This is an optimization exercise on Yosys and OpenROAD, whose aim is small area, a short achievable clock period and few clock cycles per item, not a production implementation.
Where RTL was checked, it was by simulation tests only, not by an equivalence proof against the original.
Power is estimated from default activity; no workload was simulated.

// dma_top
module dma_top (
    input  wire        clk,
    input  wire        reset,
    input  wire        trigger,
    input  wire [4:0]  length,
    input  wire [31:0] source_address,
    input  wire [31:0] destination_address,
    output wire        done,
    output wire [31:0] ARADDR,
    output wire        ARVALID,
    input  wire        ARREADY,
    input  wire [31:0] RDATA,
    input  wire        RVALID,
    output wire        RREADY,
    output wire [31:0] AWADDR,
    output wire        AWVALID,
    input  wire        AWREADY,
    output wire [31:0] WDATA,
    output wire        WVALID,
    input  wire        WREADY,
    input  wire        BVALID,
    output wire        BREADY
);
For scale: about 270 cells after synthesis, about 11 flip-flops, about 210 I/O pins.
export LEC_CHECK = 0
export ABC_CLOCK_PERIOD_IN_PS = 600
export CAP_MARGIN = 20
export CORE_MARGIN = 2
export CORE_UTILIZATION = 60
export SETUP_SLACK_MARGIN = 1.5
export SLEW_MARGIN = 20
create_clock -name core_clock -period 3.5 [get_ports {clk}]
run.sh (not shown) runs the stock make flow with config.mk's settings and CLKGATE_MAP_FILE= SYNTH_SCRIPT=/design/flow/synth_recipe.tcl, a recipe that flattens the netlist after the stock synthesis.
The starting point ended with an error in global placement (3_3_place_gp) (GPL-0301).
Testbench counts at the start, summed over its fixed seeds: cycles 29,253, words 9,566.
Then changed:
- ABC_CLOCK_PERIOD_IN_PS: 600 -> default
- CORE_UTILIZATION: 60 -> 40
- SETUP_SLACK_MARGIN: 1.5 -> default
Effect: The changed run completed with no timing, DRC or antenna violations. Synthesized cell count is unchanged. Synthesized area does not change.
Then changed:
- ABC_CLOCK_PERIOD_IN_PS: default -> 600
- SETUP_SLACK_MARGIN: default -> 1.5
The new run went through all stages and came out clean.
Via count increases by 26%.
Final cell count goes up by 10%.
First-iteration DRC count rose to 3.0 times its value.
Register-to-register slack degrades by 400 ps.
Count of clock-buffer cells in the layout does not change.
Die area is unchanged.
Worst setup slack gains 71 ps.

Setup of run a:
The RTL this note starts from:
==> flow/design.v <==
module master_dma (
    input  wire        clk,
    input  wire        reset,
    input  wire        trigger,
    input  wire [4:0]  length,
    input  wire [31:0] source_address,
    input  wire [31:0] destination_address,
    output wire        done,
    output wire [31:0] ARADDR,
    output wire        ARVALID,
    input  wire        ARREADY,
    input  wire [31:0] RDATA,
    input  wire        RVALID,
    output wire        RREADY,
    output wire [31:0] AWADDR,
    output wire        AWVALID,
    input  wire        AWREADY,
    output wire [31:0] WDATA,
    output wire        WVALID,
    input  wire        WREADY,
    input  wire        BVALID,
    output wire        BREADY
);
wire [2:0] words = length[4:2];
reg       started;      
reg       done_r;       
reg [2:0] ar_count;     
reg [2:0] aw_count;     
reg [2:0] b_count;      
wire active = started ? ~done_r : trigger;
assign ARVALID = active & (ar_count != words);
assign AWVALID = active & (aw_count != words);
addr_offset u_araddr (.clk(clk), .reset(reset), .base(source_address), .count(ar_count),
                      .accept(ARVALID & ARREADY), .addr(ARADDR));
addr_offset u_awaddr (.clk(clk), .reset(reset), .base(destination_address), .count(aw_count),
                      .accept(AWVALID & AWREADY), .addr(AWADDR));
assign WVALID = RVALID & started;
assign WDATA  = RDATA;
assign RREADY = WREADY;
assign BREADY = 1'b1;
wire b_last = BVALID & started & (b_count + 3'd1 == words);
assign done = done_r | b_last;
always @(posedge clk) begin
    if (reset) begin
        started  <= 1'b0;
        done_r   <= 1'b0;
        ar_count <= 3'd0;
        aw_count <= 3'd0;
        b_count  <= 3'd0;
    end else begin
        if (trigger)
            started <= 1'b1;
        if (b_last)
            done_r <= 1'b1;
        if (ARVALID && ARREADY)
            ar_count <= ar_count + 3'd1;
        if (AWVALID && AWREADY)
            aw_count <= aw_count + 3'd1;
        if (BVALID && started)
            b_count <= b_count + 3'd1;
    end
end
endmodule
module addr_offset (
    input  wire        clk,
    input  wire        reset,
    input  wire [31:0] base,
    input  wire [2:0]  count,
    input  wire        accept,
    output wire [31:0] addr
);
reg carry;
assign addr[1:0] = base[1:0];
assign addr[4:2] = base[4:2] + count;
genvar k;
generate
    for (k = 5; k < 32; k = k + 1) begin : g_inc
        if (k == 5) begin : g_first
            assign addr[k] = base[k] ^ carry;
        end else begin : g_rest
            assign addr[k] = base[k] ^ (carry & (&base[k-1:5]));
        end
    end
endgenerate
always @(posedge clk) begin
    if (reset)
        carry <= 1'b0;
    else if (accept && (&addr[4:2]))
        carry <= 1'b1;
end
endmodule
module dma_top (
    input  wire        clk,
    input  wire        reset,
    input  wire        trigger,
    input  wire [4:0]  length,
    input  wire [31:0] source_address,
    input  wire [31:0] destination_address,
    output wire        done,
    output wire [31:0] ARADDR,
    output wire        ARVALID,
    input  wire        ARREADY,
    input  wire [31:0] RDATA,
    input  wire        RVALID,
    output wire        RREADY,
    output wire [31:0] AWADDR,
    output wire        AWVALID,
    input  wire        AWREADY,
    output wire [31:0] WDATA,
    output wire        WVALID,
    input  wire        WREADY,
    input  wire        BVALID,
    output wire        BREADY
);
master_dma u_dma (
    .clk(clk),
    .reset(reset),
    .trigger(trigger),
    .length(length),
    .source_address(source_address),
    .destination_address(destination_address),
    .done(done),
    .ARADDR(ARADDR),
    .ARVALID(ARVALID),
    .ARREADY(ARREADY),
    .RDATA(RDATA),
    .RVALID(RVALID),
    .RREADY(RREADY),
    .AWADDR(AWADDR),
    .AWVALID(AWVALID),
    .AWREADY(AWREADY),
    .WDATA(WDATA),
    .WVALID(WVALID),
    .WREADY(WREADY),
    .BVALID(BVALID),
    .BREADY(BREADY)
);
endmodule
==> flow/config.mk <==
export PLATFORM = sky130hd
export DESIGN_NAME = dma_top
export DESIGN_NICKNAME = dma_top
export VERILOG_FILES = /design/flow/design.v
export SDC_FILE = /design/flow/constraint.sdc
export NUM_CORES = 4
export LEC_CHECK = 0
export CAP_MARGIN = 20
export CORE_MARGIN = 2
export CORE_UTILIZATION = 45
export SLEW_MARGIN = 20
==> flow/constraint.sdc <==
create_clock -name core_clock -period 3.5 [get_ports {clk}]
set_input_delay 0.7000 -clock core_clock [delete_from_list [all_inputs] [get_ports {clk}]]
set_output_delay 0.7000 -clock core_clock [all_outputs]
set_load 0.01 [all_outputs]
standard.sh (not shown) runs the stock make flow with config.mk's settings and CLKGATE_MAP_FILE= SYNTH_SCRIPT=/design/flow/synth_recipe.tcl, a recipe that flattens the netlist after the stock synthesis.
==> flow/flow/run.sh <==
#!/bin/bash
# Standard ORFS layout, with the port buffers made from the smallest buffer
# cell and the adders left to ABC (no full/half-adder cell extraction).
set -euo pipefail
bash standard.sh 'BUFFER_PORTS_ARGS=-buffer_cell sky130_fd_sc_hd__buf_1' 'ADDER_MAP_FILE=' finish > orfs_make.log 2>&1
Having completed the whole flow, run a delivered a layout that passed the timing, design-rule and antenna checks.
Relative to run a, the following input files were edited for run b:
- putting SETUP_SLACK_MARGIN at 0.5 where nothing was set
==> notes.md <==
Looking only at power, and setting everything else aside, the higher value of run b and run a goes to run b. Side by side, switching share of total power turned out lower in run b than in run a. Taking run a as the reference, in run b share of cell area taken by flip-flops and latches down 0.97 points; sum of routed wire length over all layers now larger; design internal power increased by 3.7% relative to the old numbers; final core utilization shows an increase of 5.0 points; sequential power held. Relative to run a, minimum setup slack in the final design increased by 0.31 ns in run b.
No run of this note included a check of the RTL's function; only the layout flow was run.

Another version of the RTL of dma_top (not shown whole).
Size: ~260 cells after synthesis, roughly 2100 sq um of cells after synthesis.
==> flow/design.v (excerpt) <==
module dma_top (
    input  wire        clk,
    input  wire        reset,
    input  wire        trigger,
    input  wire [4:0]  length,
    input  wire [31:0] source_address,
    input  wire [31:0] destination_address,
    output wire        done,
    output wire [31:0] ARADDR,
    output wire        ARVALID,
    input  wire        ARREADY,
    input  wire [31:0] RDATA,
    input  wire        RVALID,
    output wire        RREADY,
    output wire [31:0] AWADDR,
    output wire        AWVALID,
    input  wire        AWREADY,
    output wire [31:0] WDATA,
    output wire        WVALID,
    input  wire        WREADY,
    input  wire        BVALID,
    output wire        BREADY
);
==> flow/config.mk <==
export PLATFORM = sky130hd
export DESIGN_NAME = dma_top
export DESIGN_NICKNAME = dma_top
export VERILOG_FILES = /design/flow/design.v
export SDC_FILE = /design/flow/constraint.sdc
export NUM_CORES = 4
export LEC_CHECK = 0
export CAP_MARGIN = 20
export CORE_MARGIN = 2
export CORE_UTILIZATION = 45
export SETUP_SLACK_MARGIN = 1.4
export SLEW_MARGIN = 20
==> flow/constraint.sdc <==
create_clock -name core_clock -period 3.5 [get_ports {clk}]
set_input_delay 0.7000 -clock core_clock [delete_from_list [all_inputs] [get_ports {clk}]]
set_output_delay 0.7000 -clock core_clock [all_outputs]
set_load 0.01 [all_outputs]
==> flow/flow/run.sh <==
#!/bin/bash
# ORFS layout with two changes from the standard one:
#  - synthesis maps the logic with a plain delay-oriented ABC script (no
#    full/half-adder extraction, no ABC buffering or resizing); everything else
#    in synthesis, including the registers, is the standard synthesis;
#  - the port buffers are the smallest buffer cell.
set -euo pipefail
here=$(pwd)
rm -rf "$here/scripts_abc"
cp -r "$FLOW_HOME/scripts" "$here/scripts_abc"
printf '&get -n\n&st\n&dch\n&nf -p\n&put\n' > "$here/scripts_abc/abc_speed.script"
bash standard.sh "SCRIPTS_DIR=$here/scripts_abc" 'ADDER_MAP_FILE=' synth > synth.log 2>&1
bash standard.sh 'BUFFER_PORTS_ARGS=-buffer_cell sky130_fd_sc_hd__buf_1' 'SETUP_MOVE_SEQUENCE=unbuffer,sizeup,swap' finish > layout.log 2>&1
The first run ran to the end with no violations.
Testbench counts at the start, summed over its fixed seeds: cycles 29,253, words 9,566.
==> next run, changes <==
GPL_ROUTABILITY_DRIVEN = 0   (was default)
SETUP_SLACK_MARGIN = 1.3   (was 1.4)
=> Design area is lower by 4.1%. Sequential power is about the same. Area after synthesis is unchanged. Maximum frequency came out lower by 1.6%. Die area does not change. Power went down by 2.4%. Via count is lower by about 1.3%.

job 6509:
Another version of the RTL of dma_top (not shown whole).
Size: ~260 cells after synthesis, about 28 flip-flops, roughly 210 I/O pins, roughly 2200 sq um of cells after synthesis.
export LEC_CHECK = 0
export CAP_MARGIN = 20
export CORE_MARGIN = 2
export CORE_UTILIZATION = 45
export PLACE_DENSITY = 0.8
export SETUP_SLACK_MARGIN = 1.3
export SLEW_MARGIN = 20
create_clock -name core_clock -period 3.5 [get_ports {clk}]
==> flow/flow/run.sh <==
#!/bin/bash
# ORFS layout with two changes from the standard one:
#  - synthesis maps the logic with a plain delay-oriented ABC script (no
#    full/half-adder extraction, no ABC buffering or resizing); everything else
#    in synthesis, including the registers, is the standard synthesis;
#  - the port buffers are the smallest buffer cell.
set -euo pipefail
here=$(pwd)
rm -rf "$here/scripts_abc"
cp -r "$FLOW_HOME/scripts" "$here/scripts_abc"
printf '&get -n\n&st\n&dch\n&nf -p\n&put\n' > "$here/scripts_abc/abc_speed.script"
bash standard.sh "SCRIPTS_DIR=$here/scripts_abc" 'ADDER_MAP_FILE=' synth > synth.log 2>&1
bash standard.sh 'BUFFER_PORTS_ARGS=-buffer_cell sky130_fd_sc_hd__buf_1' finish > layout.log 2>&1
Job 6509 did not stop at any stage, and its layout met the timing, design-rule and antenna checks.
Testbench counts of job 6509, summed over its fixed seeds: cycles 29,253, words 9,566.
For job 3656, these inputs were changed with respect to job 6509:
# job 6509
export LEC_CHECK = 0
export CAP_MARGIN = 20
export CORE_MARGIN = 2
export CORE_UTILIZATION = 45
export PLACE_DENSITY = 0.8
export SETUP_SLACK_MARGIN = 1.3
export SLEW_MARGIN = 20
create_clock -name core_clock -period 3.5 [get_ports {clk}]
# job 3656
export LEC_CHECK = 0
export CAP_MARGIN = 20
export CORE_MARGIN = 2
export CORE_UTILIZATION = 50
export SETUP_SLACK_MARGIN = 1.3
export SLEW_MARGIN = 20
create_clock -name core_clock -period 3.5 [get_ports {clk}]
## What came out
Delta (job 3656 minus job 6509): share of the cycle needed by the critical path after routing down 0.44 points, critical path depth lost 1, starting utilization of the core area climbed 6.8 points, total routing resource utilization after global routing moved up.
Sort job 6509 and job 3656 by power share of the sequential group, descending, and job 3656 comes first.
Total power: job 3656 below job 6509
Job 3656 vs job 6509: number of global-route vias before repair up by a few percent
Hold slack ends up higher on job 3656.
Relative to job 6509, fraction of area in multi-input gates increased by 0.15 points in job 3656.
Ratio of total power to cell area: job 3656 < job 6509
Changes in job 8997 relative to job 3656:
# job 3656
export LEC_CHECK = 0
export CAP_MARGIN = 20
export CORE_MARGIN = 2
export CORE_UTILIZATION = 50
export SETUP_SLACK_MARGIN = 1.3
export SLEW_MARGIN = 20
create_clock -name core_clock -period 3.5 [get_ports {clk}]
# job 8997
export LEC_CHECK = 0
export CAP_MARGIN = 20
export CORE_MARGIN = 2
export CORE_UTILIZATION = 55
export SETUP_SLACK_MARGIN = 1.3
export SLEW_MARGIN = 20
create_clock -name core_clock -period 3.5 [get_ports {clk}]
In job 8997 the post-DP HPWL turned out about 2.2% lower than in job 3656.
On clock network power consumption, job 8997 and job 3656 are neck and neck.
Per the comparison of job 8997 with job 3656, met2 routed wirelength saw a decrease; worst ir drop on vdd saw a decrease.
The area of all placed cells without fillers was comparable across job 8997 and job 3656.
Inputs modified between job 8997 and job 5740:
# job 8997
export LEC_CHECK = 0
export CAP_MARGIN = 20
export CORE_MARGIN = 2
export CORE_UTILIZATION = 55
export SETUP_SLACK_MARGIN = 1.3
export SLEW_MARGIN = 20
create_clock -name core_clock -period 3.5 [get_ports {clk}]
# job 5740
export LEC_CHECK = 0
export CAP_MARGIN = 20
export CORE_MARGIN = 2
export CORE_UTILIZATION = 45
export SETUP_SLACK_MARGIN = 1.3
export SLEW_MARGIN = 20
create_clock -name core_clock -period 3.5 [get_ports {clk}]
--- a/flow/flow/run.sh
+++ b/flow/flow/run.sh
@@ -12,2 +12,2 @@
 bash standard.sh "SCRIPTS_DIR=$here/scripts_abc" 'ADDER_MAP_FILE=' synth > synth.log 2>&1
-bash standard.sh 'BUFFER_PORTS_ARGS=-buffer_cell sky130_fd_sc_hd__buf_1' finish > layout.log 2>&1
+bash standard.sh 'BUFFER_PORTS_ARGS=-buffer_cell sky130_fd_sc_hd__buf_1' 'SETUP_MOVE_SEQUENCE=unbuffer,sizeup,swap' finish > layout.log 2>&1
==> notes.md <==
- Changes observed in job 5740 relative to job 8997: worst hold-check slack has increased, area of all placed cells without fillers has decreased, global routing met3 resource utilization has decreased, power share of the combinational group has increased.
- Job 5740 vs. job 8997: via count went down by 22.
- Critical path depth: job 8997 vs job 5740 identical
- Per the comparison of job 5740 with job 8997, clock period minus final worst setup slack decreased 0.018 ns; vias per cell fell by 2.2%; first-pass GRT wire length now sits lower; total power draw -about 10%.

[what the ideal ports hide]
No port has a modelled driver above. Below, the same layouts with a new extraction and two added sets of constraints.
Step 1: set_driving_cell puts a clkbuf_16 on clk and a buf_2 on each other input, an assumption about the parent block.
Step 2 moves the port delays by t, midway between the first and last clock arrival at a register: inputs arrive t later, outputs are due t later. That takes back most of the time a late clock gives input paths.
Three values: ideal, step 1, step 2; two values: the first two.
run	t (ns)	setup slack, ns	clock arrival spread, ns
the second run of note 1	0.257	0.060 / 0.038 / 0.038	0.002 / 0.002
the third run of note 1	0.271	0.132 / 0.092 / 0.092	0.004 / 0.004
run a	0.265	0.238 / 0.199 / 0.199	0.005 / 0.004
run b	0.265	0.550 / 0.491 / 0.491	0.005 / 0.005
the first run of note 3	0.288	1.408 / 1.387 / 1.272	0.006 / 0.006
the second run of note 3	0.291	1.375 / 1.343 / 1.171	0.002 / 0.003
job 6509	0.296	1.353 / 1.323 / 1.232	0.004 / 0.004
job 3656	0.292	1.368 / 1.339 / 1.133	0.003 / 0.003
job 8997	0.303	1.366 / 1.335 / 1.095	0.005 / 0.005
job 5740	0.289	1.384 / 1.349 / 1.193	0.002 / 0.002
After both steps every run listed still meets setup and hold. The setup slack of job 8997, which loses most, moves by -0.031 ns with the drivers and by -0.271 ns with both steps.
